This is an optimization exercise on Yosys and OpenROAD, whose aim is small area, not a production implementation.
Function was checked by simulation only, so behaviour that the tests miss may differ from the original.
The flow treats the clock pin as an ideal source, which a real chip does not have.

==> flow/design.v <==
module top_ep4ce6 (
                input wire resetn,
                input wire clk50m,
                input wire uart_rx,
                input wire [3:0] sw,
                output wire uart_tx,
                output wire beep_o,
                output wire [4:0] led,
                output wire [7:0] seg7,
                output wire [3:0] seg_cs );
    reg [22:0] c;
    always @(posedge clk50m or negedge resetn)
        if (!resetn) c <= 23'd0;
        else         c <= c + 1'b1;
    reg [7:0] seg;
    always @(*)
        case (c[22:19])
            4'h0 : seg = 8'hc0;
            4'h1 : seg = 8'hf9;
            4'h2 : seg = 8'ha4;
            4'h3 : seg = 8'hb0;
            4'h4 : seg = 8'h99;
            4'h5 : seg = 8'h92;
            4'h6 : seg = 8'h82;
            4'h7 : seg = 8'hf8;
            4'h8 : seg = 8'h80;
            4'h9 : seg = 8'h90;
            4'ha : seg = 8'h88;
            4'hb : seg = 8'h83;
            4'hc : seg = 8'hc6;
            4'hd : seg = 8'ha1;
            4'he : seg = 8'h86;
            4'hf : seg = 8'h8e;
        endcase
    assign seg7   = seg;
    assign seg_cs = 4'b0000;
    assign beep_o = sw[0] & ~(c[7] & c[18] & c[21]);
    reg [17:0] lc;
    reg        ledr;
    wire       lhit = ((lc & 18'd262143) == 18'd134035);
    always @(posedge clk50m or negedge resetn)
        if (!resetn) begin
            lc   <= 18'd5927;
            ledr <= 1'b0;
        end else begin
            lc   <= {lc[16:0], ~(lc[17] ^ lc[10]) ^ lhit};
            ledr <= ledr ^ (lhit & c[0]);
        end
    assign led = {1'b0, {4{ledr}}};
    localparam [12:0] PM = 13'b1010101010101;
    reg rx0, rx1, rx2, rx3;
    always @(posedge clk50m or negedge resetn)
        if (!resetn) {rx2, rx1, rx0} <= 3'b000;
        else         {rx2, rx1, rx0} <= {rx1, rx0, uart_rx};
    always @(posedge clk50m)
        rx3 <= rx2;
    wire neg_rx = rx3 & rx2 & ~rx1 & ~rx0;
    reg  [12:0] tr;
    wire [12:0] sr = tr ^ PM;
    reg         rx_int;
    wire        clk_bps_r = (sr == 13'd1519);
    always @(posedge clk50m)
        tr <= ((rx_int && sr != 13'd2255) ? {sr[11:0], ~(sr[12] ^ sr[9])} : 13'd0) ^ PM;
    reg [3:0] n_rs;                  
    wire [3:0] n_r = n_rs ^ 4'd7;
    reg [7:0] rx_sh;
    wire      r_end  = (n_r == 4'd2);
    wire      r_post = (n_r >= 4'd3) && (n_r <= 4'd6);
    always @(posedge clk50m or negedge resetn)
        if (!resetn)          rx_int <= 1'b0;
        else if (neg_rx)      rx_int <= 1'b1;
        else if (r_end)       rx_int <= 1'b0;
    always @(posedge clk50m or negedge resetn)
        if (!resetn) n_rs <= 4'd0;
        else if ((rx_int && clk_bps_r) || r_post || (r_end && !neg_rx)) n_rs <= (n_r + 1'b1) ^ 4'd7;
        else if (r_end) n_rs <= 4'd0;
    always @(posedge clk50m)
        if (rx_int && clk_bps_r && n_r[3]) rx_sh <= {uart_rx, rx_sh[7:1]};
    wire load = (n_r == 4'd5);
    reg  [12:0] tt;
    wire [12:0] st = tt ^ PM;
    reg  [3:0]  n_ts;                
    wire [3:0]  n_t = n_ts ^ 4'd6;
    wire        tx_en = (n_t != 4'd6);
    wire        clk_bps_t = (st == 13'd1519);
    always @(posedge clk50m)
        tt <= ((tx_en && st != 13'd2255) ? {st[11:0], ~(st[12] ^ st[9])} : 13'd0) ^ PM;
    reg [7:0] tx_data;
    reg       tx_r;
    wire      t_end = (n_t == 4'd2);
    always @(posedge clk50m)
        if (load) tx_data <= rx_sh;
    always @(posedge clk50m or negedge resetn)
        if (!resetn) begin
            n_ts <= 4'd0;
            tx_r <= 1'b1;
        end else begin
            if (tx_en && clk_bps_t) begin
                n_ts <= (n_t + 1'b1) ^ 4'd6;
                tx_r <= n_t[3] ? tx_data[n_t[2:0]] : ~(n_t == 4'd7);
            end else if (load && (!tx_en || t_end)) n_ts <= 4'd1;
            else if (t_end) n_ts <= 4'd0;
        end
    assign uart_tx = tx_r;
endmodule
Settings: LEC_CHECK=0, CAP_MARGIN=20, CORE_MARGIN=2, CORE_UTILIZATION=70, PLACE_DENSITY=0.8, SLEW_MARGIN=20; clock period 20.0 ns.
standard.sh (not shown) runs the stock make flow with config.mk's settings and CLKGATE_MAP_FILE= SYNTH_SCRIPT=/design/flow/synth_recipe.tcl, a recipe that flattens the netlist after the stock synthesis.
==> flow/flow/run.sh <==
#!/bin/bash
# Layout flow: the standard ORFS flow (standard.sh), with two changes to
# how the gates are made, none to the registers:
#  - synthesis maps the logic with an area-oriented ABC script (flow/area.abc)
#    and without the half-adder extraction (ADDER_MAP_FILE empty);
#  - CTS does not add dummy balancing loads, and after CTS each clock buffer
#    is downsized where the register clock pins keep a slew well below the
#    limit (flow/downsize_clock.tcl);
#  - the ports get the smallest buffer (buf_1) instead of a delay buffer;
#  - the constant outputs share synthesis's single tie-low/tie-high cell
#    (SKIP_REPAIR_TIE_FANOUT).
# Each tool's output goes to a log file in this folder.
set -euo pipefail
here=$(pwd)
abc_script="$here/flow/area.abc"

# Synthesis script: synth_recipe.tcl with the ABC call redirected to area.abc.
{
  echo "proc abc {args} {"
  echo "  set i [lsearch -exact \$args -script]"
  echo "  if {\$i >= 0} { set args [lreplace \$args \$i [expr {\$i + 1}]] }"
  echo "  set i [lsearch -exact \$args -D]"
  echo "  if {\$i >= 0} { set args [lreplace \$args \$i [expr {\$i + 1}]] }"
  echo "  yosys abc -script $abc_script -D 20000 {*}\$args"
  echo "}"
  cat synth_recipe.tcl
} > area_synth.tcl

sed -e "s#SYNTH_SCRIPT=[^ ]*synth_recipe.tcl#SYNTH_SCRIPT=$here/area_synth.tcl ADDER_MAP_FILE=#" standard.sh > area_standard.sh
grep -q "area_synth.tcl ADDER_MAP_FILE=" area_standard.sh

export CTS_ARGS="-sink_clustering_enable -repair_clock_nets -dont_use_dummy_load"
export BUFFER_PORTS_ARGS="-buffer_cell sky130_fd_sc_hd__buf_1"
export POST_CTS_TCL="$here/flow/downsize_clock.tcl"
export SKIP_REPAIR_TIE_FANOUT=1
bash area_standard.sh finish > orfs_flow.log 2>&1
Other scripts of this flow, unchanged in this note and not shown: flow/flow/area.abc, flow/flow/downsize_clock.tcl
The starting point ran to the end with no violations.
Then changed:
--- a/flow/design.v
+++ b/flow/design.v
@@ -35,16 +35,16 @@
     assign seg7   = seg;
     assign seg_cs = 4'b0000;
     assign beep_o = sw[0] & ~(c[7] & c[18] & c[21]);
-    reg [17:0] lc;
+    reg [18:0] lc;
     reg        ledr;
-    wire       lhit = ((lc & 18'd262143) == 18'd134035);
+    wire       lhit = ((lc & 19'd524287) == 19'd215888);
     always @(posedge clk50m or negedge resetn)
         if (!resetn) begin
-            lc   <= 18'd5927;
+            lc   <= 19'd431776;
             ledr <= 1'b0;
         end else begin
-            lc   <= {lc[16:0], ~(lc[17] ^ lc[10]) ^ lhit};
-            ledr <= ledr ^ (lhit & c[0]);
+            lc   <= {lc[17:0], ~(lc[18] ^ lc[17] ^ lc[14] ^ lc[12]) ^ lhit};
+            ledr <= ledr ^ lhit;
         end
     assign led = {1'b0, {4{ledr}}};
     localparam [12:0] PM = 13'b1010101010101;
@@ -58,9 +58,9 @@
     reg  [12:0] tr;
     wire [12:0] sr = tr ^ PM;
     reg         rx_int;
-    wire        clk_bps_r = (sr == 13'd1519);
+    wire        clk_bps_r = (sr == 13'd4474);
     always @(posedge clk50m)
-        tr <= ((rx_int && sr != 13'd2255) ? {sr[11:0], ~(sr[12] ^ sr[9])} : 13'd0) ^ PM;
+        tr <= ((rx_int && sr != 13'd7386) ? {sr[11:0], ~(sr[12] ^ sr[6] ^ sr[2] ^ sr[0])} : 13'd0) ^ PM;
     reg [3:0] n_rs;                  
     wire [3:0] n_r = n_rs ^ 4'd7;
     reg [7:0] rx_sh;
@@ -82,9 +82,9 @@
     reg  [3:0]  n_ts;                
     wire [3:0]  n_t = n_ts ^ 4'd6;
     wire        tx_en = (n_t != 4'd6);
-    wire        clk_bps_t = (st == 13'd1519);
+    wire        clk_bps_t = (st == 13'd4474);
     always @(posedge clk50m)
-        tt <= ((tx_en && st != 13'd2255) ? {st[11:0], ~(st[12] ^ st[9])} : 13'd0) ^ PM;
+        tt <= ((tx_en && st != 13'd7386) ? {st[11:0], ~(st[12] ^ st[6] ^ st[2] ^ st[0])} : 13'd0) ^ PM;
     reg [7:0] tx_data;
     reg       tx_r;
     wire      t_end = (n_t == 4'd2);
What happened: The changed run passed the timing, design-rule and antenna checks. Area after synthesis increases slightly. Maximum frequency came out higher slightly. Non-clock buffer count grows by 1. Cell area grows by a few percent. Register-to-register slack degrades by 60 ps.

-- afterwards: timing with drivers on the ports --
In the flow no input, the clock included, has a driving cell. The finished layouts below were timed again as built, in two steps.
Step 1 (the two cells are an assumption about what drives the block):
set clk [get_ports {clk50m}]
set_driving_cell -lib_cell sky130_fd_sc_hd__clkbuf_16 $clk
set_driving_cell -lib_cell sky130_fd_sc_hd__buf_2 [delete_from_list [all_inputs] $clk]
Step 2 also shifts input and output timing later by t, the mid clock arrival at the registers, as if the neighbouring blocks saw the same clock.
Slacks: ideal ports / drivers / drivers and shift; pairs: ideal ports / drivers.
run | shift t [ns] | setup WS [ns] | slew at the worst register clock pin (ns)
the first run | 0.506 | 11.552 / 11.529 / 11.529 | 0.11 / 0.11
the second run | 0.526 | 11.590 / 11.567 / 11.567 | 0.10 / 0.10
After both steps every run listed still meets setup and hold.
